This design comes from an exercise in tuning for small area on the open sky130 flow, not from production work.
At most, simulation tests tie the RTL to the original design; equivalence was not proved.
No functional check of the RTL was part of runs 5 and 6.
Power figures rest on the tool's default switching activity, not on a simulated workload.

==> design.v <==
module stack(input wire clk, reset, push, pop, input wire [15:0] value_in,
             output wire [15:0] value_out, output wire full, empty);
    reg [2:0] n;
    reg [15:0] m0, m1, m2, m3, m4, m5, m6;
    wire can_push = push & ~(n[2] & n[1] & n[0]);
    wire can_pop  = pop & (n != 3'd0);
    wire inc = can_push & ~can_pop;
    wire dec = can_pop & ~can_push;
    wire [2:0] n_next = inc ? n + 3'd1 : dec ? n - 3'd1 : n;
    assign full  = (n_next == 3'd7);
    assign empty = (n_next == 3'd0);
    always @(posedge clk) begin
        if (reset) n <= 3'd0;
        else n <= n_next;
    end
    always @(posedge clk) begin
        if (can_push && n == 3'd0) m0 <= value_in;
        if (can_push && n == 3'd1) m1 <= value_in;
        if (can_push && n == 3'd2) m2 <= value_in;
        if (can_push && n == 3'd3) m3 <= value_in;
        if (can_push && n == 3'd4) m4 <= value_in;
        if (can_push && n == 3'd5) m5 <= value_in;
        if (can_push && n == 3'd6) m6 <= value_in;
    end
    assign value_out = n[2] ? (n[1] ? m6 : (n[0] ? m5 : m4))
                            : (n[1] ? (n[0] ? m3 : m2) : (n[0] ? m1 : m0));
endmodule
==> run.sh <==
#!/bin/bash
# synth_recipe.tcl (not shown) runs the flow's synth.tcl, then flattens the netlist and writes it again
# the make line also repeats each setting of config.mk as NAME=value (left out here)
make -C /OpenROAD-flow-scripts/flow DESIGN_CONFIG=/design/flow/config.mk WORK_HOME=/design/flow/orfs CLKGATE_MAP_FILE= SYNTH_SCRIPT=/design/flow/synth_recipe.tcl finish
==> config.mk <==
export PLATFORM = sky130hd
export DESIGN_NAME = stack
export DESIGN_NICKNAME = stack
export VERILOG_FILES = /design/flow/design.v
export SDC_FILE = /design/flow/constraint.sdc
export NUM_CORES = 4
export LEC_CHECK = 0
export CAP_MARGIN = 20
export CORE_MARGIN = 2
export CORE_UTILIZATION = 40
export SLEW_MARGIN = 20
==> constraint.sdc <==
create_clock -name core_clock -period 5.0 [get_ports {clk}]
set_input_delay 1.0000 -clock core_clock [delete_from_list [all_inputs] [get_ports {clk}]]
set_output_delay 1.0000 -clock core_clock [all_outputs]
set_load 0.01 [all_outputs]
==> key figures, run 1 <==
Power
  • Combinational power share: 21.6%
  • Tot Pwr: 2.87 mW
  • Power Dens Cells: 508 nW/um^2
  • Switching power: 0.744 mW
  • Proportion of power drawn by the clock network: 36.9%
  • Sw Share: 25.9%
  • Static Leak: 1.88 nW
  • Worst VDD drop: 0.274 mV
  • Seq pwr share: 41.5%
  • Internal power: 2.13 mW

Timing
  • Fin crit period: 4.05 ns
  • Max Fclk: 247 MHz
  • Setup violators final: 0
  • Worst-case clock skew: 0.00725 ns
  • Max-slew violation count: 0
  • Setup tns final: 0 ns
  • Final Cycle Share: 81.0%
  • Final hold viol count: 0
  • Least-Margin Pin Slew: 1.01 ns
  • RSZ-0062 raised after global routing: no
  • Rel. slew slack: 32.4%

Final layout
  • Core Util, Final: 49.6%
  • Fill cell count: 981
  • Area Overhead vs Synth: 22.0%
  • Antenna diode count: 0
  • Share of cells above drive strength 1: 14.9%
  • Total Nets Final: 342

Logic synthesis
  • #FFs+latches synth: 115
  • Syn avg cell area: 17.1 um^2
  • Synth top area share: 72.7%
  • Yosys top cell by area: edfxtp_1
  • Mapped Area: 4630 um^2
  • Yosys warnings: 1
  • Syn Nets: 297
  • Post-synth top cells: edfxtp_1 (112), nand2_1 (21), nor2_1 (18)
  • Cell variety after synth: 29
  • Count leader, synth: edfxtp_1
  • Ys async rst share: 0%
  • Synth area leaders: edfxtp_1 (73%), mux4_2 (7.8%), mux2i_1 (3.5%)
  • Post-synth EDFFs: 112
  • Sequential-to-total area share from yosys stat: 74.0%
  • Mapped Cells: 271
  • Top_reg_cell synth: edfxtp_1

Critical path
  • CP Class: primary input to primary output
  • CP required: 4.00 ns
  • Worst Setup SP: pop
  • Crit Path Max Fanout: 6
  • Nature of the critical path startpoint: primary input
  • Worst EP arrival: 3.05 ns
  • R2r startpoint: n[0]$_SDFF_PP0_
  • Crit end category: primary output

Clock network
  • Worst-path clk slew: 0.05 ns
  • CTS root buffer: clkbuf_16
  • Resized Gates After CTS: 0
  • CTS Buf Count: 17
  • CTS sink cnt: 115
  • CTS tree: yes
  • H-tree Lvls: 4
  • Buffer levels on the longest clock path: 2
  • Hold_buf cts: 0
  • Setup bufs post-CTS: 0
  • Clock latency on the worst-skew pair: 0.40 ns

Global routing
  • GRT overflow: 0
  • First-pass GRT wire length: 13.3 mm
  • Largest net degree at the start of global routing: 36
  • Number of global-route vias before repair: 2458
  • Total GRT Usage: 14.6%
  • Initial antenna violation count: 0

Route
  • Routed Antenna Nets: 0
  • Total Wirelength: 8.41 mm
  • # DRC: 0
  • Wire per inst: 17.8 um
  • Initial DRC count: 119
  • Drt pass-1 iters: 4
  • Via-to-Cell Ratio: 5.03
  • Vias: 2372

Placement
  • HPWL Detailed: 4.55 mm
  • Placer Congestion: 0.723
  • Port Buffer Count: 37

Status
  • Status: complete, no violations

Hold path
  • Hold Crit Start: n[2]$_SDFF_PP0_
  • Class of the worst hold path: flip-flop to flip-flop

Die
  • Core area: 11400 um^2
  • Die Wd: 112 um
  • Initial Util: 40.7%
  • Cell Rows: 39
  • I/O Pins: 38
  • Die Ht: 112 um
  • Die area: 12400 um^2

Job
  • Max_cap viols: 0
-- worst paths after layout --
path              depth (start not counted)  slack [ns]               to
setup / recovery                          6        0.95            empty
hold / removal                            2        0.85  n[2]$_SDFF_PP0_
setup reg to reg                          4        2.38  m3[8]$_DFFE_PP_
hold reg to reg                           2        0.85  n[2]$_SDFF_PP0_
-- worst max-delay path, stage by stage --
cell and delay (ns):
clkdlybuf4s50_1 0.59, a21boi_4 0.26, o22ai_1 0.10, a221o_1 0.40
nor3_2 0.15, clkdlybuf4s50_1 0.55
-- layer usage --
| metal | GRT usage (%) | share of wire, % | vias to the layer above |
|---|---|---|---|
| li1 | - | - | 1146 |
| met2 | 22.8 | 49 | 43 |
| met4 | 5.68 | 0.97 | 0 |
| met5 | 0 | 0 | - |
| met1 | 19.2 | 47 | 1178 |
| met3 | 4.90 | 3.8 | 5 |
-- area by class of cell --
class,instances,area [um^2],area share [%]
Clock inverter,12,91.3,1.62
Inverter,3,11.3,0.200
Multi-Input combinational cell,139,1110,19.6
Clock buffer,20,437,7.74
Sequential cell,115,3430,60.7
Tap cell,143,179,3.17
Timing Repair Buffer,40,393,6.96
-- cells in the final DEF (no fill, tap or decap) --
master             n
edfxtp_1         112
clkdlybuf4s50_1   37
nand2_1           21
nor2_1            18
clkbuf_16         17
mux2i_1           16
a21oi_1           16
mux4_2            16
o21ai_1           11
o21ai_0            8
ha_1               6
nand3_1            5
and3_1             5
clkinv_1           5
and2_1             4
nor2b_1            4
clkbuf_1           3
buf_4              3
inv_2              2
o211ai_1           2
clkinv_4           2
clkinvlp_4         2
clkinv_2           2
dfxtp_2            2
inv_1              1
a21boi_4           1
o22ai_1            1
a221o_1            1
xnor2_1            1
o221ai_1           1
nor3_2             1
a31oi_1            1
bufinv_16          1
dfxtp_1            1
-- logic make-up after synthesis --
group / synth area share (%)
muxes: 11.3
buffers and inverters: 2.06
and+or+nand+nor: 5.68
adders and majority gates: 1.62
DFF: 74.0
AOI/OAI and AO/OA: 5.19
xor gates and xnor gates: 0.189
-- per-stage QoR --
step                      cell area, um^2  std cells  hold slack, ns  worst slack, ns
after detailed placement             5120        440           0.841            0.963
final                                5640        472           0.848            0.949
after floorplan                      4630        271           0.747             2.07
after global placement               5120        440           0.830             1.01
after CTS                            5640        472           0.846            0.909
after global routing                 5640        472           0.930            0.746
-- power by group through the flow --
| stage | sequential [mW] | combinational (mW) | clock (mW) |
|---|---|---|---|
| 2_1_floorplan | 1.18 | 0.407 | 0 |
| 4_1_cts | 1.19 | 0.634 | 1.08 |
| 5_1_grt | 1.20 | 0.684 | 1.12 |
| 3_5_place_dp | 1.21 | 0.629 | 0 |
| 6_report | 1.19 | 0.621 | 1.06 |
| 3_3_place_gp | 1.21 | 0.626 | 0 |
-- flip-flops by register name (all words and copies together) (netlist names) --
| signal | count |
|---|---|
| m0 | 16 |
| m1 | 16 |
| m2 | 16 |
| m3 | 16 |
| m4 | 16 |
| m5 | 16 |
| m6 | 16 |
| n | 3 |
==> run 2, diff against run 1 <==
==> design.v (replaced) <==
module sel7(input wire [6:0] s, input wire [6:0] d, output wire o);
    assign o = |(s & d);
endmodule
module count_ctl(input wire [3:0] j, input wire push, pop,
                 output wire [3:0] j_next, output wire [6:0] s, output wire [6:0] we,
                 output wire full, empty);
    wire s7 = ~j[2] & j[3];
    assign s[0] = ~j[3] & ~j[0];
    assign s[1] =  j[0] & ~j[1];
    assign s[2] =  j[1] & ~j[2];
    assign s[3] =  j[2] & ~j[3];
    assign s[4] =  j[3] &  j[0];
    assign s[5] = ~j[0] &  j[1];
    assign s[6] = ~j[1] &  j[2];
    wire inc = push & ~s7 & (~pop | s[0]);
    wire dec = pop & ~s[0] & (~push | s7);
    assign j_next = inc ? {j[2:0], ~j[3]} : dec ? {~j[0], j[3:1]} : j;
    assign we = {7{push}} & s;
    assign full  = (s7 & ~pop) | (s[6] & inc);
    assign empty = (s[0] & ~push) | (s[1] & dec);
endmodule
module stack(input wire clk, reset, push, pop, input wire [15:0] value_in,
             output wire [15:0] value_out, output wire full, empty);
    reg [3:0] j;
    reg [15:0] m0, m1, m2, m3, m4, m5, m6;
    wire [3:0] j_next;
    wire [6:0] s, we;
    count_ctl u_ctl(j, push, pop, j_next, s, we, full, empty);
    always @(posedge clk) begin
        if (reset) j <= 4'b0000;
        else j <= j_next;
    end
    always @(posedge clk) begin
        if (we[0]) m0 <= value_in;
        if (we[1]) m1 <= value_in;
        if (we[2]) m2 <= value_in;
        if (we[3]) m3 <= value_in;
        if (we[4]) m4 <= value_in;
        if (we[5]) m5 <= value_in;
        if (we[6]) m6 <= value_in;
    end
    genvar k;
    generate for (k = 0; k < 16; k = k + 1) begin : g_rd
        sel7 u_sel(s, {m6[k], m5[k], m4[k], m3[k], m2[k], m1[k], m0[k]}, value_out[k]);
    end endgenerate
endmodule
--- a/config.mk
+++ b/config.mk
@@ -7,5 +7,9 @@
 export LEC_CHECK = 0
 export CAP_MARGIN = 20
 export CORE_MARGIN = 2
-export CORE_UTILIZATION = 40
+export CORE_UTILIZATION = 50
+export CTS_BUF_LIST = sky130_fd_sc_hd__clkbuf_4
+export CTS_CLUSTER_DIAMETER = 100
+export CTS_CLUSTER_SIZE = 20
 export SLEW_MARGIN = 20
+export SYNTH_HIERARCHICAL = 1
==> run 2 against run 1 <==
Compared with the run above: count of clock-buffer cells in the layout unchanged; still clean; sequential share of layout area is 7.5 points higher; first-iteration DRC count is 61% higher; global-route usage increased by 6.0 points; sequential cell count rose by 1; combinational power is 65% lower; clock skew increased by 0.0073 ns; worst hold slack got worse by 0.10 ns; critical path depth down 2; utilization increased by 12 points; cell count down 14%; register-to-register slack improved by 0.10 ns.
==> key figures, run 2 <==
Die
  • Core area: 8220 um^2 (-28%)
  • Die Ht: 95.9 um (-14%)
  • Die Wd: 95.9 um (-14%)
  • Die area: 9200 um^2 (-26%)
  • Cell Rows: 33 (-15%)
  • Initial Util: 51.4% (+11 points)
  • I/O Pins: 38 (unchanged)

Logic synthesis
  • Mapped Area: 4220 um^2 (-8.7%)
  • Synth top area share: 79.6% (+6.9 points)
  • Cell variety after synth: 31 (+6.9%)
  • Mapped Cells: 230 (-15%)
  • Synth Area in XOR/XNOR: 0.207% (+0.018 points)
  • Count leader, synth: edfxtp_1
  • Synth area leaders: edfxtp_1 (80%), a22oi_1 (5.7%), a222oi_1 (3.8%)
  • Yosys warnings: 7 (+6)
  • Sequential-to-total area share from yosys stat: 81.5% (+7.5 points)
  • Top_reg_cell synth: edfxtp_1
  • Post-synth top cells: edfxtp_1 (112), a22oi_1 (32), a222oi_1 (16), nand3_1 (16)
  • Synth Area in Adders: 0.504% (-1.1 points)
  • Ys async rst share: 0% (unchanged)
  • Yosys top cell by area: edfxtp_1
  • Post-synth EDFFs: 112 (unchanged)
  • Mux contribution to synthesized area: 0% (-11 points)
  • Syn Nets: 250 (-16%)
  • Post-synthesis simple-gate area fraction: 5.72% (+0.038 points)
  • Largest family of logic cells by synthesized area: compound AO/OA/AOI/OAI gates
  • Syn avg cell area: 18.4 um^2 (+7.6%)
  • Compound-cell area share of the yosys netlist: 11.3% (+6.1 points)
  • #FFs+latches synth: 116 (+0.87%)

Final layout
  • Antenna diode count: 0 (unchanged)
  • Share of cells above drive strength 1: 14.7% (-0.23 points)
  • Fill cell count: 608 (-38%)
  • Commonest non-fill, non-tap cell in the layout: edfxtp_1
  • Core Util, Final: 61.4% (+12 points)
  • Most frequent cells in the layout: edfxtp_1 (112), clkdlybuf4s50_1 (37), a22oi_1 (32)
  • Final Non-Filler Cells: 405 (-14%)
  • Total Nets Final: 309 (-9.6%)
  • Area Overhead vs Synth: 19.5%

Hold path
  • Class of the worst hold path: flip-flop to flip-flop
  • Cell depth of the worst min-delay path: 3 (+1)
  • Hold EP: j[1]$_SDFF_PP0_
  • Hold Crit Start: j[0]$_SDFF_PP0_

Placement
  • Placed cells: 375 (-15%)
  • HPWL Detailed: 4.63 mm (+1.8%)
  • Port Buffer Count: 37 (unchanged)
  • Pre-CTS setup slack: 1.37 ns (+0.410 ns)
  • Placer Congestion: 0.778 (+7.6%)

Timing
  • Max-slew violation count: 0 (unchanged)
  • Setup tns final: 0 ns (unchanged)
  • Max Fclk: 271 MHz (+9.6%)
  • RSZ-0062 raised after global routing: no
  • Final hold viol count: 0 (unchanged)
  • Setup violators final: 0 (unchanged)
  • Least-Margin Pin Slew: 0.961 ns (-0.0532 ns)
  • Setup slack after layout: 1.30 ns (+0.355 ns)
  • Rel. slew slack: 35.7% (+3.3 points)
  • Fin crit period: 3.70 ns (-0.355 ns)
  • Worst-case clock skew: 0.0146 ns (+0.00733 ns)
  • Final Cycle Share: 73.9% (-7.1 points)

Global routing
  • First-pass GRT wire length: 13.0 mm (-2.6%)
  • Largest net degree at the start of global routing: 18 (-50%)
  • Total GRT Usage: 20.6% (+6.0 points)
  • GRT overflow: 0 (unchanged)
  • Initial antenna violation count: 0 (unchanged)
  • Number of global-route vias before repair: 2314 (-5.9%)

Power
  • Power Dens Cells: 398 nW/um^2 (-22%)
  • Worst VDD drop: 0.155 mV (-44%)
  • Static Leak: 1.62 nW (-14%)

Route
  • Routed Antenna Nets: 0 (unchanged)
  • # DRC: 0 (unchanged)
  • Initial DRC count: 192 (+61%)
  • Via-to-Cell Ratio: 5.79 (+15%)
  • Total Wirelength: 8.48 mm (+0.78%)
  • Drt pass-1 iters: 5 (+1)
  • Vias: 2343 (-1.2%)
  • Wire per inst: 20.9 um (+17%)

Clock network
  • Buffer levels on the longest clock path: 2 (unchanged)
  • Setup bufs post-CTS: 0 (unchanged)
  • CTS sink cnt: 116 (+0.87%)
  • CTS Buf Count: 17 (unchanged)
  • H-tree Lvls: 4 (unchanged)
  • Worst-path clk slew: 0.10 ns (+0.05 ns)
  • Resized Gates After CTS: 0 (unchanged)
  • Clock latency on the worst-skew pair: 0.48 ns (+0.08 ns)
  • CTS tree: yes
  • CTS root buffer: clkbuf_4
  • Hold_buf cts: 0 (unchanged)

Status
  • Status: complete, no violations

Critical path
  • Register-to-register setup slack: 2.48 ns (+0.10 ns)
  • Slowest cell on crit path: and2b_1
  • CP required: 4.00 ns (about the same)
  • Critical path buffer and inverter count: 1 (-1)
  • Crit-path cells: and2b_1 -> a22oi_1 -> nand3_1 -> clkdlybuf4s50_1
  • Cell family with most CP delay: simple AND/OR/NAND/NOR gates
  • Crit Path Max Fanout: 16 (+10)
  • Worst EP arrival: 2.70 ns (-0.35 ns)
  • Crit end category: primary output
  • R2r startpoint: j[3]$_SDFF_PP0_
  • CP Class: flip-flop to primary output
  • Depth of the most critical reg-to-reg path: 3 (-1)
  • CP max stage delay: 0.75 ns (+0.16 ns)
  • Nature of the critical path startpoint: flip-flop
  • Reg-to-Reg End: m0[2]$_DFFE_PP_

Job
  • Max_cap viols: 0 (unchanged)
==> run 2: changes by cell type in the layout (fill, tap and decap cells not counted), sizes merged, moves of 10 or more <==
cell	before	now
a21oi	16	2
a222oi	0	16
a22oi	0	32
mux2i	16	0
mux4	16	0
nand2	21	4
nand3	5	16
nor2	18	8
o21ai	19	1
==> run 2: worst max-delay path by stage <==
stage / start / cells past startpoint / end / slack, ns
2_1_floorplan: push / 3 / empty / 2.46
3_3_place_gp: push / 4 / full / 1.38
3_5_place_dp: push / 4 / full / 1.37
4_1_cts: j[2]$_SDFF_PP0_ / 4 / value_out[2] / 1.23
5_1_grt: j[2]$_SDFF_PP0_ / 4 / value_out[7] / 1.08
6_report: j[1]$_SDFF_PP0_ / 4 / value_out[4] / 1.30
==> run 2: layout make-up <==
cell class / count / area (um^2) / area share (%)
multi-input cells: 107 / 752 / 14.9
flip-flops and latches: 116 / 3440 / 68.2
inverters: 3 / 11.3 / 0.223
clock inverters: 10 / 135 / 2.68
clock buffers: 20 / 150 / 2.98
repair buffers: 44 / 423 / 8.38
well taps: 105 / 131 / 2.60
==> run 2: per-stage QoR <==
stage	area [um^2]	hold WS, ns	power, mW
after floorplan	4220	0.633	1.24
after global placement	4760	0.742	1.36
after detailed placement	4760	0.732	1.36
after CTS	5050	0.752	2.02
after global routing	5050	0.794	2.10
final	5050	0.747	2.01
==> run 2: report_power, final <==
| group | total [mW] | switching [mW] | internal, mW |
|---|---|---|---|
| logic | 0.215 | 0.115 | 0.100 |
| registers | 1.12 | 0.0134 | 1.10 |
| clock network | 0.675 | 0.319 | 0.355 |
==> run 2: cell families (layout without fill, tap and decap cells) <==
| family | after synthesis | count (layout) |
|---|---|---|
| flops | 116 | 116 |
| compound gates | 58 | 58 |
| simple gates | 46 | 46 |
| buf+inv | 7 | 77 |
| fa+ha+maj | 2 | 2 |
| xor+xnor | 1 | 1 |
==> run 2: Yosys stat by module, one instance, submodules excluded <==
module,cell area [um^2],copies in the design,cells inside
count_ctl,274,1,46
sel7,30.0,16,4
stack,3470,1,120
==> run 2: per-layer routing <==
metal | vias to the layer above | track usage, % | wire (um)
met2 | 72 | 32.1 | 4100
met4 | 0 | 7.38 | 108
li1 | 1096 | - | -
met5 | - | 0 | 0
met3 | 11 | 7.13 | 479
met1 | 1164 | 27.3 | 3790
==> run 2: worst register-to-register path, delay by kind of cell, from the launching register on <==
| family | cells | cell delay, ns |
|---|---|---|
| simple gates | 2 | 1.21 |
| buf+inv | 1 | 0.49 |
| flops | 1 | 0.43 |
==> run 3, diff against run 2 <==
==> config.mk (replaced) <==
export PLATFORM = sky130hd
export DESIGN_NAME = stack
export DESIGN_NICKNAME = stack
export VERILOG_FILES = /design/flow/design.v
export SDC_FILE = /design/flow/constraint.sdc
export NUM_CORES = 4
export LEC_CHECK = 0
export CAP_MARGIN = 20
export CORE_MARGIN = 2
export CORE_UTILIZATION = 60
export CTS_BUF_LIST = sky130_fd_sc_hd__clkbuf_8
export CTS_CLUSTER_DIAMETER = 200
export CTS_CLUSTER_SIZE = 40
export SLEW_MARGIN = 20
export SYNTH_HIERARCHICAL = 1
==> run 3 against run 2 <==
Compared with the run above: global-route usage rose by 4.0 points; count of clock-buffer cells in the layout down 3; clock skew shrank 0.0085 ns; sequential power barely moved; cell count is 2.2% lower; worst hold slack improved by 0.0011 ns; cell area up 2.1%; critical path depth rose by 1; largest cell class unchanged.
==> key figures, run 3 <==
Status
  • Status: complete, no violations

Clock network
  • CTS sink cnt: 116 (unchanged)
  • Worst-path clk slew: 0.06 ns (-0.04 ns)
  • Resized Gates After CTS: 0 (unchanged)
  • Buffer levels on the longest clock path: 2 (unchanged)
  • Hold_buf cts: 0 (unchanged)
  • Setup bufs post-CTS: 0 (unchanged)
  • CTS root buffer: clkbuf_8
  • CTS Buf Count: 17 (unchanged)
  • CTS tree: yes
  • H-tree Lvls: 4 (unchanged)
  • Clock latency on the worst-skew pair: 0.42 ns (-0.06 ns)

Critical path
  • Crit end category: primary output
  • Slowest cell on crit path: clkdlybuf4s50_1
  • Crit-path cells: or2_2 -> inv_1 -> a222oi_1 -> nand3_1 -> clkdlybuf4s50_1
  • Cell family with most CP delay: buffers and inverters
  • CP required: 4.00 ns (about the same)
  • Depth of the most critical reg-to-reg path: 3 (unchanged)
  • Register-to-register setup slack: 2.47 ns (about the same)
  • Crit Path Max Fanout: 17 (+1)
  • CP max stage delay: 0.55 ns (-0.20 ns)
  • Reg-to-Reg End: m0[3]$_DFFE_PP_
  • Nature of the critical path startpoint: flip-flop
  • CP Class: flip-flop to primary output
  • Worst EP arrival: 2.68 ns (-0.02 ns)
  • R2r startpoint: j[3]$_SDFF_PP0_
  • Critical path buffer and inverter count: 2 (+1)

Hold path
  • Hold EP: j[1]$_SDFF_PP0_
  • Class of the worst hold path: flip-flop to flip-flop
  • Cell depth of the worst min-delay path: 3 (unchanged)
  • Hold Crit Start: j[0]$_SDFF_PP0_

Route
  • Routed Antenna Nets: 0 (unchanged)
  • Drt pass-1 iters: 5 (unchanged)
  • Total Wirelength: 8.57 mm (+1.1%)
  • Vias: 2417 (+3.2%)
  • Via-to-Cell Ratio: 6.10 (+5.5%)
  • # DRC: 0 (unchanged)
  • Wire per inst: 21.6 um (+3.4%)
  • Initial DRC count: 326 (+70%)

Timing
  • Max Fclk: 272 MHz (+0.43%)
  • Setup tns final: 0 ns (unchanged)
  • Least-Margin Pin Slew: 1.04 ns (+0.0776 ns)
  • Worst-case clock skew: 0.00609 ns (-0.00849 ns)
  • Fin crit period: 3.68 ns (-0.0159 ns)
  • Max-slew violation count: 0 (unchanged)
  • Rel. slew slack: 30.8% (-4.9 points)
  • Final hold viol count: 0 (unchanged)
  • Setup slack after layout: 1.32 ns (+0.0159 ns)
  • Final Cycle Share: 73.6% (-0.32 points)
  • Setup violators final: 0 (unchanged)
  • RSZ-0062 raised after global routing: no
  • WHS: 0.748 ns (+0.00113 ns)

Logic synthesis
  • Post-synth EDFFs: 112 (unchanged)
  • Yosys top cell by area: edfxtp_1
  • Top_reg_cell synth: edfxtp_1
  • Synth top area share: 79.6% (unchanged)
  • Sequential-to-total area share from yosys stat: 81.5% (unchanged)
  • Post-synth top cells: edfxtp_1 (112), a22oi_1 (32), a222oi_1 (16), nand3_1 (16)
  • Mapped Area: 4220 um^2 (unchanged)
  • Cell variety after synth: 31 (unchanged)
  • Yosys warnings: 7 (unchanged)
  • Syn avg cell area: 18.4 um^2 (unchanged)
  • #FFs+latches synth: 116 (unchanged)
  • Mapped Cells: 230 (unchanged)
  • Synth area leaders: edfxtp_1 (80%), a22oi_1 (5.7%), a222oi_1 (3.8%)
  • Count leader, synth: edfxtp_1
  • Syn Nets: 250 (unchanged)
  • Ys async rst share: 0% (unchanged)

Placement
  • HPWL Detailed: 4.55 mm (-1.9%)
  • Placer Congestion: 0.818 (+5.2%)
  • Port Buffer Count: 37 (unchanged)
  • Pre-CTS setup slack: 1.38 ns (+0.00347 ns)

Die
  • I/O Pins: 38 (unchanged)
  • Cell Rows: 30 (-9.1%)
  • Die area: 7720 um^2 (-16%)
  • Die Wd: 87.9 um (-8.4%)
  • Die Ht: 87.9 um (-8.4%)
  • Core area: 6790 um^2 (-17%)
  • Initial Util: 62.2% (+11 points)

Global routing
  • Largest net degree at the start of global routing: 18 (unchanged)
  • Number of global-route vias before repair: 2308 (-0.26%)
  • GRT overflow: 0 (unchanged)
  • Total GRT Usage: 24.7% (+4.0 points)
  • First-pass GRT wire length: 12.8 mm (-1.5%)
  • Initial antenna violation count: 0 (unchanged)

Job
  • Max_cap viols: 0 (unchanged)

Final layout
  • Share of cells above drive strength 1: 13.0% (-1.7 points)
  • Total Nets Final: 308 (-0.32%)
  • Area Overhead vs Synth: 22.0%
  • Commonest non-fill, non-tap cell in the layout: edfxtp_1
  • Most frequent cells in the layout: edfxtp_1 (112), clkdlybuf4s50_1 (37), a22oi_1 (32)
  • Antenna diode count: 0 (unchanged)
  • Fill cell count: 421 (-31%)

Power
  • Seq pwr share: 50.9% (-4.8 points)
  • Tot Pwr: 2.20 mW (+9.6%)
  • Power Dens Cells: 427 nW/um^2 (+7.4%)
  • Proportion of power drawn by the clock network: 39.3% (+5.7 points)
  • Static Leak: 1.68 nW (+3.5%)
  • Switching power: 0.465 mW (+4.0%)
  • Internal power: 1.73 mW (+11%)
  • Worst VDD drop: 0.458 mV (+200%)
  • Combinational power share: 9.8% (-0.9 points)
  • Sw Share: 21.2% (-1.1 points)
==> run 3: per-layer routing <==
layer / track usage, % / vias up / share of wire [%]
li1: - / 1095 / -
met1: 34.0 / 1205 / 41
met2: 38.0 / 102 / 50
met3: 6.50 / 15 / 7.4
met4: 10.3 / 0 / 1.5
met5: 0 / - / 0
==> run 3: per-stage QoR <==
stage	std cells	area [um^2]	util, %
3_3_place_gp	365	4740	69.8
5_1_grt	396	5150	75.8
6_report	396	5150	75.8
3_5_place_dp	365	4740	69.8
2_1_floorplan	230	4220	-
4_1_cts	396	5150	75.8
==> run 3: power by group through the flow <==
| stage | clock network, mW | logic, mW | registers, mW |
|---|---|---|---|
| after detailed placement | 0 | 0.215 | 1.14 |
| after CTS | 0.879 | 0.216 | 1.12 |
| final | 0.864 | 0.215 | 1.12 |
| after global placement | 0 | 0.214 | 1.14 |
| after global routing | 0.926 | 0.233 | 1.12 |
| after floorplan | 0 | 0.103 | 1.13 |
==> run 3: logic make-up (layout without fill, tap and decap cells) <==
logic type / count (synthesis) / count (layout) / share of synthesized area (%)
adders and majority gates: 2 / 2 / 0.504
xor gates and xnor gates: 1 / 1 / 0.207
DFF: 116 / 116 / 81.5
buffers and inverters: 7 / 77 / 0.711
and+or+nand+nor: 46 / 46 / 5.72
AOI/OAI and AO/OA: 58 / 58 / 11.3
==> run 3: worst max path at each step <==
stage                     cells after the start            start  slack, ns            end
final                                         5  j[3]$_SDFF_PP0_       1.32   value_out[3]
after global placement                        4             push       1.42           full
after global routing                          5  j[3]$_SDFF_PP0_       1.17   value_out[3]
after detailed placement                      4             push       1.38          empty
after floorplan                               3             push       2.46          empty
after CTS                                     4  j[3]$_SDFF_PP0_       1.31  value_out[14]
==> run 3: per-module statistics from Yosys (local to each module, per instance) <==
module     copies in the design  flops+latches  cells inside  area [um^2]
stack                         1            116           120         3470
count_ctl                     1              0            46          274
sel7                         16              0             4         30.0
==> run 3: area by class of cell <==
cell class | instances | area (um^2) | share of cell area, %
tap | 96 | 120 | 2.33
inverter | 3 | 11.3 | 0.219
clock inverter | 14 | 171 | 3.33
sequential | 116 | 3440 | 66.9
timing repair buffer | 43 | 415 | 8.07
multi-input combinational | 107 | 754 | 14.7
clock buffer | 17 | 234 | 4.54
==> run 3: worst reg2reg max path, stage by stage, from the launching register on <==
cell and delay (ns):
dfxtp_1 0.42, or2_2 0.35, inv_1 0.54, and2_1 0.83
==> run 4, diff against run 3 <==
==> flow/run.sh (new file) <==
#!/bin/bash
# The standard ORFS flow (the standard.sh) with two changes:
#  - port buffers are the smallest buffer, sky130_fd_sc_hd__buf_1, rather
#    than the one buffer_ports picks by default;
#  - clock tree synthesis inserts no dummy loads.
# The full make output goes to standard.log in the work folder; ORFS's
# per-step logs stay under orfs/logs/.
set -euo pipefail
cd "$(dirname "$FLOW_CONFIG")"
export BUFFER_PORTS_ARGS="-buffer_cell sky130_fd_sc_hd__buf_1"
export CTS_ARGS="-sink_clustering_enable -repair_clock_nets -dont_use_dummy_load -buf_list sky130_fd_sc_hd__clkbuf_4"
bash standard.sh > standard.log 2>&1
==> standard.sh (new file) <==
#!/bin/bash
# synth_recipe.tcl (not shown) runs the flow's synth.tcl, then flattens the netlist and writes it again
# the make line also repeats each setting of config.mk as NAME=value (left out here)
make -C /OpenROAD-flow-scripts/flow DESIGN_CONFIG=/design/flow/config.mk WORK_HOME=/design/flow/orfs CLKGATE_MAP_FILE= SYNTH_SCRIPT=/design/flow/synth_recipe.tcl "${@:-finish}"
==> config.mk (replaced) <==
export PLATFORM = sky130hd
export DESIGN_NAME = stack
export DESIGN_NICKNAME = stack
export VERILOG_FILES = /design/flow/design.v
export SDC_FILE = /design/flow/constraint.sdc
export NUM_CORES = 4
export LEC_CHECK = 0
export CAP_MARGIN = 20
export CORE_MARGIN = 2
export CORE_UTILIZATION = 50
export CTS_BUF_LIST = sky130_fd_sc_hd__clkbuf_4
export SLEW_MARGIN = 20
export SYNTH_HIERARCHICAL = 1
removed: run.sh
==> run 4 against run 3 <==
Compared with the run above: critical path type unchanged; worst hold slack improved by 0.0024 ns; setup slack improved by 0.39 ns; largest power group unchanged; synthesized area did not move; cell count fell by 0.76%.
==> key figures, run 4 <==
Status
  • Status: complete, no violations

Critical path
  • Nature of the critical path startpoint: flip-flop
  • Critical path buffer and inverter count: 2 (unchanged)
  • CP Class: flip-flop to primary output
  • Cell family with most CP delay: buffers and inverters
  • Crit Path Max Fanout: 17 (unchanged)
  • Worst EP arrival: 2.29 ns (-0.39 ns)
  • CP required: 4.00 ns (about the same)
  • Slowest cell on crit path: inv_1
  • R2r startpoint: j[0]$_SDFF_PP0_
  • CP max stage delay: 0.52 ns (-0.03 ns)
  • Register-to-register setup slack: 2.50 ns (+0.03 ns)
  • Depth of the most critical reg-to-reg path: 3 (unchanged)
  • Reg-to-Reg End: m0[3]$_DFFE_PP_
  • Crit end category: primary output
  • Crit-path cells: or2_2 -> inv_1 -> a222oi_1 -> nand3_1 -> buf_1

Logic synthesis
  • Syn avg cell area: 18.4 um^2 (unchanged)
  • Synth area leaders: edfxtp_1 (80%), a22oi_1 (5.7%), a222oi_1 (3.8%)
  • Top_reg_cell synth: edfxtp_1
  • Yosys warnings: 7 (unchanged)
  • Mapped Area: 4220 um^2 (unchanged)
  • #FFs+latches synth: 116 (unchanged)
  • Mapped Cells: 230 (unchanged)
  • Ys async rst share: 0% (unchanged)
  • Post-synth top cells: edfxtp_1 (112), a22oi_1 (32), a222oi_1 (16), nand3_1 (16)
  • Cell variety after synth: 31 (unchanged)
  • Syn Nets: 250 (unchanged)
  • Yosys top cell by area: edfxtp_1
  • Sequential-to-total area share from yosys stat: 81.5% (unchanged)
  • Post-synth EDFFs: 112 (unchanged)
  • Count leader, synth: edfxtp_1
  • Synth top area share: 79.6% (unchanged)

Timing
  • Worst-case clock skew: 0.0240 ns (+0.0179 ns)
  • Rel. slew slack: 34.8% (+4.0 points)
  • Fin crit period: 3.29 ns (-0.392 ns)
  • Final hold viol count: 0 (unchanged)
  • Max-slew violation count: 0 (unchanged)
  • Max Fclk: 304 MHz (+12%)
  • Setup tns final: 0 ns (unchanged)
  • Setup violators final: 0 (unchanged)
  • RSZ-0062 raised after global routing: no
  • WHS: 0.751 ns (+0.00241 ns)
  • Least-Margin Pin Slew: 0.978 ns (-0.0600 ns)
  • Final Cycle Share: 65.8% (-7.8 points)

Clock network
  • CTS tree: yes
  • Clock latency on the worst-skew pair: 0.48 ns (+0.06 ns)
  • CTS root buffer: clkbuf_4
  • H-tree Lvls: 4 (unchanged)
  • CTS sink cnt: 116 (unchanged)
  • CTS Buf Count: 17 (unchanged)
  • Worst-path clk slew: 0.08 ns (+0.02 ns)
  • Hold_buf cts: 0 (unchanged)
  • Setup bufs post-CTS: 0 (unchanged)
  • Buffer levels on the longest clock path: 2 (unchanged)
  • Resized Gates After CTS: 0 (unchanged)

Power
  • Switching power: 0.387 mW (-17%)
  • Proportion of power drawn by the clock network: 24.4% (-15 points)
  • Seq pwr share: 65.6% (+15 points)
  • Static Leak: 1.46 nW (-13%)
  • Internal power: 1.32 mW (-24%)
  • Combinational power share: 10.1% (+0.3 points)
  • Power Dens Cells: 365 nW/um^2 (-14%)
  • Worst VDD drop: 0.179 mV (-61%)
  • Sw Share: 22.7% (+1.5 points)

Final layout
  • Share of cells above drive strength 1: 10.8% (-2.2 points)
  • Core Util, Final: 56.7% (-19 points)
  • Cell area after layout: 4660 um^2 (-9.5%)
  • Total Nets Final: 310 (+0.65%)
  • Commonest non-fill, non-tap cell in the layout: edfxtp_1
  • Fill cell count: 689 (+64%)
  • Area Overhead vs Synth: 10.4%
  • Most frequent cells in the layout: edfxtp_1 (112), buf_1 (37), a22oi_1 (32)
  • Antenna diode count: 0 (unchanged)

Placement
  • Port Buffer Count: 37 (unchanged)
  • Dpl cell area: 4530 um^2 (-4.4%)
  • Placer Congestion: 0.796 (-2.7%)
  • HPWL Detailed: 4.65 mm (+2.2%)

Global routing
  • Total GRT Usage: 20.1% (-4.6 points)
  • Initial antenna violation count: 0 (unchanged)
  • Largest net degree at the start of global routing: 18 (unchanged)
  • First-pass GRT wire length: 12.5 mm (-1.8%)
  • GRT overflow: 0 (unchanged)
  • Number of global-route vias before repair: 2215 (-4.0%)

Route
  • Wire per inst: 21.2 um (-1.9%)
  • Total Wirelength: 8.34 mm (-2.7%)
  • # DRC: 0 (unchanged)
  • Routed Antenna Nets: 0 (unchanged)
  • Vias: 2347 (-2.9%)
  • Via-to-Cell Ratio: 5.97 (-2.2%)
  • Drt pass-1 iters: 5 (unchanged)
  • Initial DRC count: 176 (-46%)

Die
  • I/O Pins: 38 (unchanged)
  • Core area: 8220 um^2 (+21%)
  • Initial Util: 51.4% (-11 points)
  • Die Ht: 95.9 um (+9.1%)
  • Cell Rows: 33 (+10%)
  • Die Wd: 95.9 um (+9.1%)
  • Die area: 9200 um^2 (+19%)

Hold path
  • Hold EP: j[1]$_SDFF_PP0_
  • Cell depth of the worst min-delay path: 3 (unchanged)
  • Hold Crit Start: j[0]$_SDFF_PP0_
  • Class of the worst hold path: flip-flop to flip-flop

Job
  • Max_cap viols: 0 (unchanged)
==> run 4: metrics by stage <==
| stage | total power [mW] | std cells | setup WS (ns) |
|---|---|---|---|
| finish | 1.70 | 393 | 1.71 |
| global route | 1.79 | 393 | 1.49 |
| CTS | 1.73 | 393 | 1.65 |
| detailed placement | 1.31 | 376 | 2.06 |
| global placement | 1.31 | 376 | 2.08 |
| floorplan | 1.24 | 230 | 2.46 |
==> run 4: logic make-up (layout without fill, tap and decap cells) <==
| group | Yosys count | count (layout) | synth area share, % |
|---|---|---|---|
| xor gates and xnor gates | 1 | 1 | 0.207 |
| buffers and inverters | 7 | 65 | 0.711 |
| and+or+nand+nor | 46 | 46 | 5.72 |
| DFF | 116 | 116 | 81.5 |
| AOI/OAI and AO/OA | 58 | 58 | 11.3 |
| adders and majority gates | 2 | 2 | 0.504 |
==> run 4: worst max path at each step <==
stage,start,to,slack [ns],cells after the start
floorplan,push,empty,2.46,3
global placement,push,empty,2.08,4
detailed placement,push,empty,2.06,4
CTS,j[0]$_SDFF_PP0_,value_out[2],1.65,5
global route,j[3]$_SDFF_PP0_,value_out[2],1.49,5
finish,j[0]$_SDFF_PP0_,value_out[4],1.71,5
==> run 4: Yosys stat by module, one instance, submodules excluded <==
module,cells,flops+latches,cell area (um^2),copies in the design
count_ctl,46,0,274,1
sel7,4,0,30.0,16
stack,120,116,3470,1
==> run 4: cell type report <==
cell class                 instances  area, um^2  share of cell area, %
clock buffer                      17         128                   2.74
sequential                       116        3440                   73.9
inverter                           3        11.3                  0.242
timing repair buffer              45         199                   4.27
multi-input combinational        107         749                   16.1
tap                              105         131                   2.82
==> run 4: worst register-to-register path: cells and delay by family (launching register included) <==
kind / cells / cell delay (ns)
simple gates: 2 / 1.19
flops: 1 / 0.40
buf+inv: 1 / 0.52
==> run 4: power groups by stage <==
stage / registers, mW / logic (mW) / clock network (mW)
after global placement: 1.14 / 0.174 / 0
after global routing: 1.12 / 0.191 / 0.476
after floorplan: 1.13 / 0.103 / 0
after CTS: 1.12 / 0.175 / 0.434
after detailed placement: 1.14 / 0.175 / 0
final: 1.12 / 0.172 / 0.415
==> run 4: routing by layer <==
layer  global-route usage, %  vias to the layer above  share of wire [%]
met1                    28.1                     1159                 44
met4                    6.79                        0               0.66
met3                    7.36                        4                7.0
met5                       0                        -                  0
met2                    29.3                       89                 49
li1                        -                     1095                  -
==> run 5, diff against run 4 <==
--- a/design.v
+++ b/design.v
@@ -1,10 +1,7 @@
 module sel7(input wire [6:0] s, input wire [6:0] d, output wire o);
     assign o = |(s & d);
 endmodule
-module count_ctl(input wire [3:0] j, input wire push, pop,
-                 output wire [3:0] j_next, output wire [6:0] s, output wire [6:0] we,
-                 output wire full, empty);
-    wire s7 = ~j[2] & j[3];
+module jdec(input wire [3:0] j, output wire [7:0] s);
     assign s[0] = ~j[3] & ~j[0];
     assign s[1] =  j[0] & ~j[1];
     assign s[2] =  j[1] & ~j[2];
@@ -12,12 +9,24 @@
     assign s[4] =  j[3] &  j[0];
     assign s[5] = ~j[0] &  j[1];
     assign s[6] = ~j[1] &  j[2];
-    wire inc = push & ~s7 & (~pop | s[0]);
-    wire dec = pop & ~s[0] & (~push | s7);
+    assign s[7] = ~j[2] &  j[3];
+endmodule
+module jnext(input wire [3:0] j, input wire push, pop, s0, s1, s6, s7,
+             output wire [3:0] j_next, output wire full, empty);
+    wire inc = push & ~s7 & (~pop | s0);
+    wire dec = pop & ~s0 & (~push | s7);
     assign j_next = inc ? {j[2:0], ~j[3]} : dec ? {~j[0], j[3:1]} : j;
-    assign we = {7{push}} & s;
-    assign full  = (s7 & ~pop) | (s[6] & inc);
-    assign empty = (s[0] & ~push) | (s[1] & dec);
+    assign full  = (s7 & ~pop) | (s6 & inc);
+    assign empty = (s0 & ~push) | (s1 & dec);
+endmodule
+module count_ctl(input wire [3:0] j, input wire push, pop,
+                 output wire [3:0] j_next, output wire [6:0] s, output wire [6:0] we,
+                 output wire full, empty);
+    wire [7:0] sd;
+    jdec u_dec(j, sd);
+    jnext u_next(j, push, pop, sd[0], sd[1], sd[6], sd[7], j_next, full, empty);
+    assign s = sd[6:0];
+    assign we = {7{push}} & sd[6:0];
 endmodule
 module stack(input wire clk, reset, push, pop, input wire [15:0] value_in,
              output wire [15:0] value_out, output wire full, empty);
--- a/config.mk
+++ b/config.mk
@@ -7,7 +7,8 @@
 export LEC_CHECK = 0
 export CAP_MARGIN = 20
 export CORE_MARGIN = 2
-export CORE_UTILIZATION = 50
+export CORE_UTILIZATION = 65
 export CTS_BUF_LIST = sky130_fd_sc_hd__clkbuf_4
+export GPL_TIMING_DRIVEN = 0
 export SLEW_MARGIN = 20
 export SYNTH_HIERARCHICAL = 1
==> run 5 against run 4 <==
Compared with the run above: critical path depth is 1 lower; global-route usage is 3.3 points higher; worst hold slack worse by 0.043 ns; setup slack better by 0.13 ns; sequential share of layout area is 0.54 points higher; utilization is 17 points higher; critical endpoint is now value_out[8]; largest cell class unchanged.
==> key figures, run 5 <==
Critical path
  • CP max stage delay: 0.75 ns (+0.23 ns)
  • R2r startpoint: j[0]$_SDFF_PP0_
  • Crit-path cells: and2_1 -> a22oi_1 -> nand3_1 -> buf_1
  • Crit Path Max Fanout: 17 (unchanged)
  • Reg-to-Reg End: m4[8]$_DFFE_PP_
  • CP Class: flip-flop to primary output
  • Worst EP arrival: 2.16 ns (-0.13 ns)
  • Nature of the critical path startpoint: flip-flop
  • Depth of the most critical reg-to-reg path: 2 (-1)
  • Crit end category: primary output
  • CP required: 4.00 ns (about the same)
  • Register-to-register setup slack: 2.48 ns (-0.02 ns)
  • Slowest cell on crit path: and2_1

Logic synthesis
  • Cell variety after synth: 19 (-39%)
  • Post-synthesis simple-gate area fraction: 6.55% (+0.83 points)
  • Syn avg cell area: 19.2 um^2 (+4.5%)
  • Synth Area in XOR/XNOR: 0.387% (+0.18 points)
  • Synth Area in Adders: 0% (-0.50 points)
  • Mapped Area: 4200 um^2 (-0.53%)
  • Top_reg_cell synth: edfxtp_1
  • Post-synth top cells: edfxtp_1 (112), a22oi_1 (32), nand3_1 (17), a222oi_1 (16)
  • Ys async rst share: 0% (unchanged)
  • Mapped Cells: 219 (-4.8%)
  • Compound-cell area share of the yosys netlist: 11.0% (-0.33 points)
  • Syn Nets: 239 (-4.4%)
  • Yosys top cell by area: edfxtp_1
  • Sequential-to-total area share from yosys stat: 82.0% (+0.44 points)
  • #FFs+latches synth: 116 (unchanged)
  • Largest family of logic cells by synthesized area: compound AO/OA/AOI/OAI gates
  • Synth area leaders: edfxtp_1 (80%), a22oi_1 (5.7%), a222oi_1 (3.8%)
  • Synth top area share: 80.1% (+0.43 points)
  • Count leader, synth: edfxtp_1
  • Post-synth EDFFs: 112 (unchanged)
  • Yosys warnings: 7 (unchanged)
  • Mux contribution to synthesized area: 0% (unchanged)

Route
  • Total Wirelength: 7.75 mm (-7.2%)
  • Drt pass-1 iters: 5 (unchanged)
  • Vias: 2313 (-1.4%)
  • # DRC: 0 (unchanged)
  • Initial DRC count: 214 (+22%)
  • Wire per inst: 21.9 um (+3.1%)
  • Via-to-Cell Ratio: 6.53 (+9.4%)
  • Routed Antenna Nets: 0 (unchanged)

Global routing
  • Total GRT Usage: 23.4% (+3.3 points)
  • First-pass GRT wire length: 12.0 mm (-4.4%)
  • Largest net degree at the start of global routing: 18 (unchanged)
  • Number of global-route vias before repair: 2248 (+1.5%)
  • GRT overflow: 0 (unchanged)
  • Initial antenna violation count: 0 (unchanged)

Final layout
  • Share of cells above drive strength 1: 11.2% (+0.43 points)
  • Total Nets Final: 299 (-3.5%)
  • Most frequent cells in the layout: edfxtp_1 (112), buf_1 (37), a22oi_1 (32)
  • Antenna diode count: 0 (unchanged)
  • Fill cell count: 410 (-40%)
  • Final Non-Filler Cells: 354 (-9.9%)
  • Commonest non-fill, non-tap cell in the layout: edfxtp_1
  • Area Overhead vs Synth: 10.2%

Clock network
  • Clock latency on the worst-skew pair: 0.46 ns (-0.02 ns)
  • CTS Buf Count: 17 (unchanged)
  • CTS root buffer: clkbuf_4
  • CTS tree: yes
  • Hold_buf cts: 0 (unchanged)
  • Resized Gates After CTS: 0 (unchanged)
  • Worst-path clk slew: 0.08 ns (about the same)
  • Setup bufs post-CTS: 0 (unchanged)
  • H-tree Lvls: 4 (unchanged)
  • CTS sink cnt: 116 (unchanged)
  • Buffer levels on the longest clock path: 2 (unchanged)

Timing
  • Least-Margin Pin Slew: 1.01 ns (+0.0299 ns)
  • Setup tns final: 0 ns (unchanged)
  • Fin crit period: 3.16 ns (-0.125 ns)
  • Worst-case clock skew: 0.0290 ns (+0.00493 ns)
  • Final Cycle Share: 63.2% (-2.5 points)
  • Final hold viol count: 0 (unchanged)
  • Setup violators final: 0 (unchanged)
  • Max-slew violation count: 0 (unchanged)
  • WHS: 0.707 ns (-0.0434 ns)
  • Setup slack after layout: 1.84 ns (+0.125 ns)
  • Max Fclk: 316 MHz (+4.0%)
  • RSZ-0062 raised after global routing: no
  • Rel. slew slack: 32.8% (-2.0 points)

Power
  • Worst VDD drop: 0.258 mV (+44%)
  • Static Leak: 1.44 nW (-1.6%)
  • Tot Pwr: 2.00 mW (+17%)
  • Power Dens Cells: 432 nW/um^2 (+18%)

Die
  • Die area: 7120 um^2 (-23%)
  • Die Ht: 84.4 um (-12%)
  • Cell Rows: 29 (-12%)
  • Initial Util: 66.5% (+15 points)
  • Die Wd: 84.4 um (-12%)
  • I/O Pins: 38 (unchanged)
  • Core area: 6310 um^2 (-23%)

Placement
  • HPWL Detailed: 4.47 mm (-3.9%)
  • Pre-CTS setup slack: 2.33 ns (+0.277 ns)
  • Placer Congestion: 0.744 (-6.6%)
  • Placed cells: 337 (-10%)
  • Port Buffer Count: 37 (unchanged)

Hold path
  • Hold Crit Start: j[2]$_SDFF_PP0_
  • Hold EP: j[3]$_SDFF_PP0_
  • Class of the worst hold path: flip-flop to flip-flop
  • Cell depth of the worst min-delay path: 3 (unchanged)

Job
  • Max_cap viols: 0 (unchanged)

Status
  • Status: complete, no violations
## run 5: cell count changes in the layout (fill, tap and decap cells not counted), sizes merged, moves of 3 or more
cell / change
nor2: -7
buf: -4
nand2: -3
o221a: +3
or3: +3
and2: +5
## run 5: final cells by class
cell class	count	area (um^2)	area share, %
sequential	116	3440	74.4
multi-input combinational	102	766	16.5
timing repair buffer	41	191	4.14
clock buffer	17	128	2.76
tap	77	96.3	2.08
inverter	1	3.75	0.0811
## run 5: kinds of logic (layout without fill, tap and decap cells)
group           after synthesis  after routing
buf+inv                       1             59
xor+xnor                      1              1
compound gates               56             56
flops                       116            116
simple gates                 45             45
## run 5: through the flow
step / cell area, um^2 / util (%)
finish: 4630 / 73.3
global route: 4630 / 73.3
CTS: 4630 / 73.3
detailed placement: 4500 / 71.3
global placement: 4440 / 70.3
floorplan: 4200 / -
## run 5: per-layer routing
layer	vias up	GRT usage, %	routed length, um
met5	-	0	0
met4	0	6.49	80
met3	10	7.67	643
met2	101	36.8	3810
met1	1145	32.4	3210
li1	1057	-	-
## run 5: worst max-delay path, delay by kind of cell (launching register included)
kind            cells  cell delay (ns)
flops               1             0.46
compound gates      1             0.17
buf+inv             1             0.16
simple gates        2             0.89
## run 5: power by group
| group | internal, mW | switching (mW) | total [mW] |
|---|---|---|---|
| sequential | 1.16 | 0.0276 | 1.19 |
| combinational | 0.150 | 0.258 | 0.408 |
| clock | 0.155 | 0.252 | 0.407 |
| total | 1.46 | 0.537 | 2.00 |
## run 5: worst max-delay path by stage
stage | from | to | cells past startpoint
2_1_floorplan | j[0]$_SDFF_PP0_ | empty | 3
3_3_place_gp | j[1]$_SDFF_PP0_ | value_out[3] | 4
3_5_place_dp | j[0]$_SDFF_PP0_ | value_out[3] | 4
4_1_cts | j[0]$_SDFF_PP0_ | value_out[3] | 4
5_1_grt | j[0]$_SDFF_PP0_ | value_out[8] | 4
6_report | j[0]$_SDFF_PP0_ | value_out[8] | 4
## run 5: per-module statistics from Yosys, one instance, submodules excluded
module	copies in the design	area, um^2
sel7	16	30.0
count_ctl	1	43.8
stack	1	3470
jdec	1	52.6
jnext	1	155
==> run 6, diff against run 5 <==
--- a/config.mk
+++ b/config.mk
@@ -5,10 +5,10 @@
 export SDC_FILE = /design/flow/constraint.sdc
 export NUM_CORES = 4
 export LEC_CHECK = 0
-export CAP_MARGIN = 20
+export CAP_MARGIN = 0
 export CORE_MARGIN = 2
 export CORE_UTILIZATION = 65
 export CTS_BUF_LIST = sky130_fd_sc_hd__clkbuf_4
 export GPL_TIMING_DRIVEN = 0
-export SLEW_MARGIN = 20
+export SLEW_MARGIN = 0
 export SYNTH_HIERARCHICAL = 1
==> run 6 against run 5 <==
Compared with the run above: still clean on timing, DRC and antenna; clock skew increased by 0.0032 ns; cell area decreased by 1.1%; sequential cell count unchanged; utilization decreased by 0.83 points; synthesized cell count unchanged; worst hold slack improved by 0.012 ns.
==> key figures, run 6 <==
Clock network
  • CTS sink cnt: 116 (unchanged)
  • Worst-path clk slew: 0.06 ns (-0.02 ns)
  • H-tree Lvls: 4 (unchanged)
  • CTS tree: yes
  • Hold_buf cts: 0 (unchanged)
  • Resized Gates After CTS: 0 (unchanged)
  • Buffer levels on the longest clock path: 2 (unchanged)
  • Setup bufs post-CTS: 0 (unchanged)
  • CTS root buffer: clkbuf_4
  • CTS Buf Count: 17 (unchanged)
  • Clock latency on the worst-skew pair: 0.49 ns (+0.03 ns)

Final layout
  • Most frequent cells in the layout: edfxtp_1 (112), buf_1 (37), a22oi_1 (32)
  • Commonest non-fill, non-tap cell in the layout: edfxtp_1
  • Area Overhead vs Synth: 8.94%
  • Total Nets Final: 295 (-1.3%)
  • Antenna diode count: 0 (unchanged)
  • Cell area after layout: 4580 um^2 (-1.1%)
  • Final Non-Filler Cells: 350 (-1.1%)
  • Share of cells above drive strength 1: 9.89% (-1.3 points)

Die
  • Die area: 7120 um^2 (unchanged)
  • Die Wd: 84.4 um (unchanged)
  • Die Ht: 84.4 um (unchanged)
  • I/O Pins: 38 (unchanged)
  • Initial Util: 66.5% (unchanged)
  • Cell Rows: 29 (unchanged)
  • Core area: 6310 um^2 (unchanged)

Timing
  • Setup violators final: 0 (unchanged)
  • Fin crit period: 3.25 ns (+0.0835 ns)
  • Max Fclk: 308 MHz (-2.6%)
  • Rel. slew slack: 31.9% (-0.92 points)
  • Setup tns final: 0 ns (unchanged)
  • Worst-case clock skew: 0.0322 ns (+0.00320 ns)
  • RSZ-0062 raised after global routing: no
  • Setup slack after layout: 1.75 ns (-0.0835 ns)
  • Final Cycle Share: 64.9% (+1.7 points)
  • WHS: 0.719 ns (+0.0120 ns)
  • Max-slew violation count: 0 (unchanged)
  • Least-Margin Pin Slew: 1.02 ns (+0.0138 ns)
  • Final hold viol count: 0 (unchanged)

Critical path
  • Worst EP arrival: 2.25 ns (+0.09 ns)
  • Crit Path Max Fanout: 17 (unchanged)
  • Crit end category: primary output
  • Nature of the critical path startpoint: flip-flop
  • CP Class: flip-flop to primary output
  • CP required: 4.00 ns (about the same)

Route
  • Initial DRC count: 211 (-1.4%)
  • Wire per inst: 22.3 um (+2.0%)
  • # DRC: 0 (unchanged)
  • Drt pass-1 iters: 5 (unchanged)
  • Routed Antenna Nets: 0 (unchanged)
  • Total Wirelength: 7.81 mm (+0.86%)
  • Vias: 2287 (-1.1%)
  • Via-to-Cell Ratio: 6.53 (about the same)

Global routing
  • First-pass GRT wire length: 12.2 mm (+1.7%)
  • Largest net degree at the start of global routing: 22 (+4)
  • Total GRT Usage: 24.2% (+0.81 points)
  • GRT overflow: 0 (unchanged)
  • Number of global-route vias before repair: 2289 (+1.8%)
  • Initial antenna violation count: 0 (unchanged)

Logic synthesis
  • #FFs+latches synth: 116 (unchanged)
  • Post-synth EDFFs: 112 (unchanged)
  • Synth area leaders: edfxtp_1 (80%), a22oi_1 (5.7%), a222oi_1 (3.8%)
  • Top_reg_cell synth: edfxtp_1
  • Cell variety after synth: 19 (unchanged)
  • Post-synth top cells: edfxtp_1 (112), a22oi_1 (32), nand3_1 (17), a222oi_1 (16)
  • Synth top area share: 80.1% (unchanged)
  • Mapped Area: 4200 um^2 (unchanged)
  • Yosys top cell by area: edfxtp_1
  • Count leader, synth: edfxtp_1
  • Syn avg cell area: 19.2 um^2 (unchanged)
  • Syn Nets: 239 (unchanged)
  • Sequential-to-total area share from yosys stat: 82.0% (unchanged)
  • Ys async rst share: 0% (unchanged)
  • Mapped Cells: 219 (unchanged)
  • Yosys warnings: 7 (unchanged)

Hold path
  • Class of the worst hold path: flip-flop to flip-flop

Placement
  • Pre-CTS setup slack: 1.85 ns (-0.484 ns)
  • HPWL Detailed: 4.13 mm (-7.5%)
  • Placer Congestion: 0.744 (unchanged)
  • Port Buffer Count: 37 (unchanged)
  • Dpl cell area: 4450 um^2 (-1.2%)
  • Placed cells: 333 (-1.2%)

Power
  • Static Leak: 1.41 nW (-1.9%)
  • Worst VDD drop: 0.346 mV (+34%)
  • Power Dens Cells: 434 nW/um^2 (+0.31%)

Status
  • Status: complete, no violations

Job
  • Max_cap viols: 0 (unchanged)
==> run 6: cell counts after synthesis <==
Identical to the previous run, type by type.
==> run 6: worst paths after layout <==
check             cells past startpoint  slack [ns]            start               to
setup / recovery                      4        1.75  j[1]$_SDFF_PP0_     value_out[8]
hold / removal                        3        0.72  j[2]$_SDFF_PP0_  j[3]$_SDFF_PP0_
setup reg to reg                      2        2.46  j[2]$_SDFF_PP0_  m6[6]$_DFFE_PP_
hold reg to reg                       3        0.72  j[2]$_SDFF_PP0_  j[3]$_SDFF_PP0_
==> run 6: per-module statistics from Yosys, one instance, submodules excluded <==
module     times used  cell area [um^2]  cells inside  flops+latches
stack               1              3470           120            116
jnext               1               155            20              0
jdec                1              52.6             8              0
count_ctl           1              43.8             7              0
sel7               16              30.0             4              0
==> run 6: power breakdown <==
part           switching, mW  internal (mW)  total, mW  leakage [nW]
clock network          0.258          0.155      0.413        0.0782
logic                  0.253          0.133      0.385         0.272
registers             0.0274           1.16       1.18          1.06
total                  0.538           1.45       1.98          1.41
==> run 6: logic make-up (layout without fill, tap and decap cells) <==
family	count (synthesis)	after routing	share of synthesized area (%)
AOI/OAI and AO/OA	56	56	11.0
and+or+nand+nor	45	45	6.55
DFF	116	116	82.0
buffers and inverters	1	55	0.0893
xor gates and xnor gates	1	1	0.387
==> run 6: routing by layer <==
layer,vias up,share of wire (%),GRT usage (%)
li1,1043,-,-
met5,-,0,0
met3,6,6.8,8.36
met2,86,51,37.1
met4,0,0.73,9.09
met1,1152,42,33.0
==> run 6: final cells by class <==
type / count / area [um^2]
Multi-Input combinational cell: 102 / 766
Tap cell: 77 / 96.3
Sequential cell: 116 / 3440
Inverter: 1 / 3.75
Clock buffer: 17 / 128
Timing Repair Buffer: 37 / 139
Fill cell: 415 / 1740
==> run 6: stage by stage <==
step | power [mW] | util [%]
finish | 1.98 | 72.5
CTS | 2.00 | 72.4
global placement | 1.59 | 70.3
floorplan | 1.45 | -
detailed placement | 1.60 | 70.4
global route | 2.09 | 72.5
==> run 6: critical path: stages (launching register included) <==
cell and delay, ns:
dfxtp_1 0.45, nor2b_2 0.79, a22oi_1 0.22, nand3_1 0.16, buf_1 0.16

==> re-timing with driven ports <==
The results above use ideal ports. As a check the final layouts listed here were re-extracted and re-timed, cells and wires unchanged.
Step 1: set_driving_cell puts a clkbuf_16 on clk and a buf_2 on each other input, an assumption about the parent block.
Step 2 also shifts input and output timing later by t, the mid clock arrival at the registers, as if the neighbouring blocks saw the same clock.
Three values: ideal, step 1, step 2; two values: the first two.
| run | shift t [ns] | setup slack, ns | worst hold slack (ns) | worst setup path after step 2 |
|---|---|---|---|---|
| run 1 | 0.431 | 0.949 / 0.924 / 0.924 | 0.848 / 0.848 / 0.848 | input to output |
| run 2 | 0.500 | 1.305 / 1.276 / 1.335 | 0.747 / 0.747 / 0.747 | input to output |
| run 3 | 0.444 | 1.321 / 1.291 / 1.357 | 0.748 / 0.748 / 0.748 | input to output |
| run 4 | 0.496 | 1.712 / 1.682 / 2.033 | 0.751 / 0.751 / 0.751 | input to output |
| run 5 | 0.484 | 1.838 / 1.811 / 2.294 | 0.707 / 0.707 / 0.707 | register to output |
| run 6 | 0.502 | 1.754 / 1.724 / 2.226 | 0.719 / 0.719 / 0.719 | register to output |
After both steps every run listed still meets setup and hold. The setup slack of run 1, which loses most, moves by -0.025 ns with the drivers and by -0.025 ns with both steps.
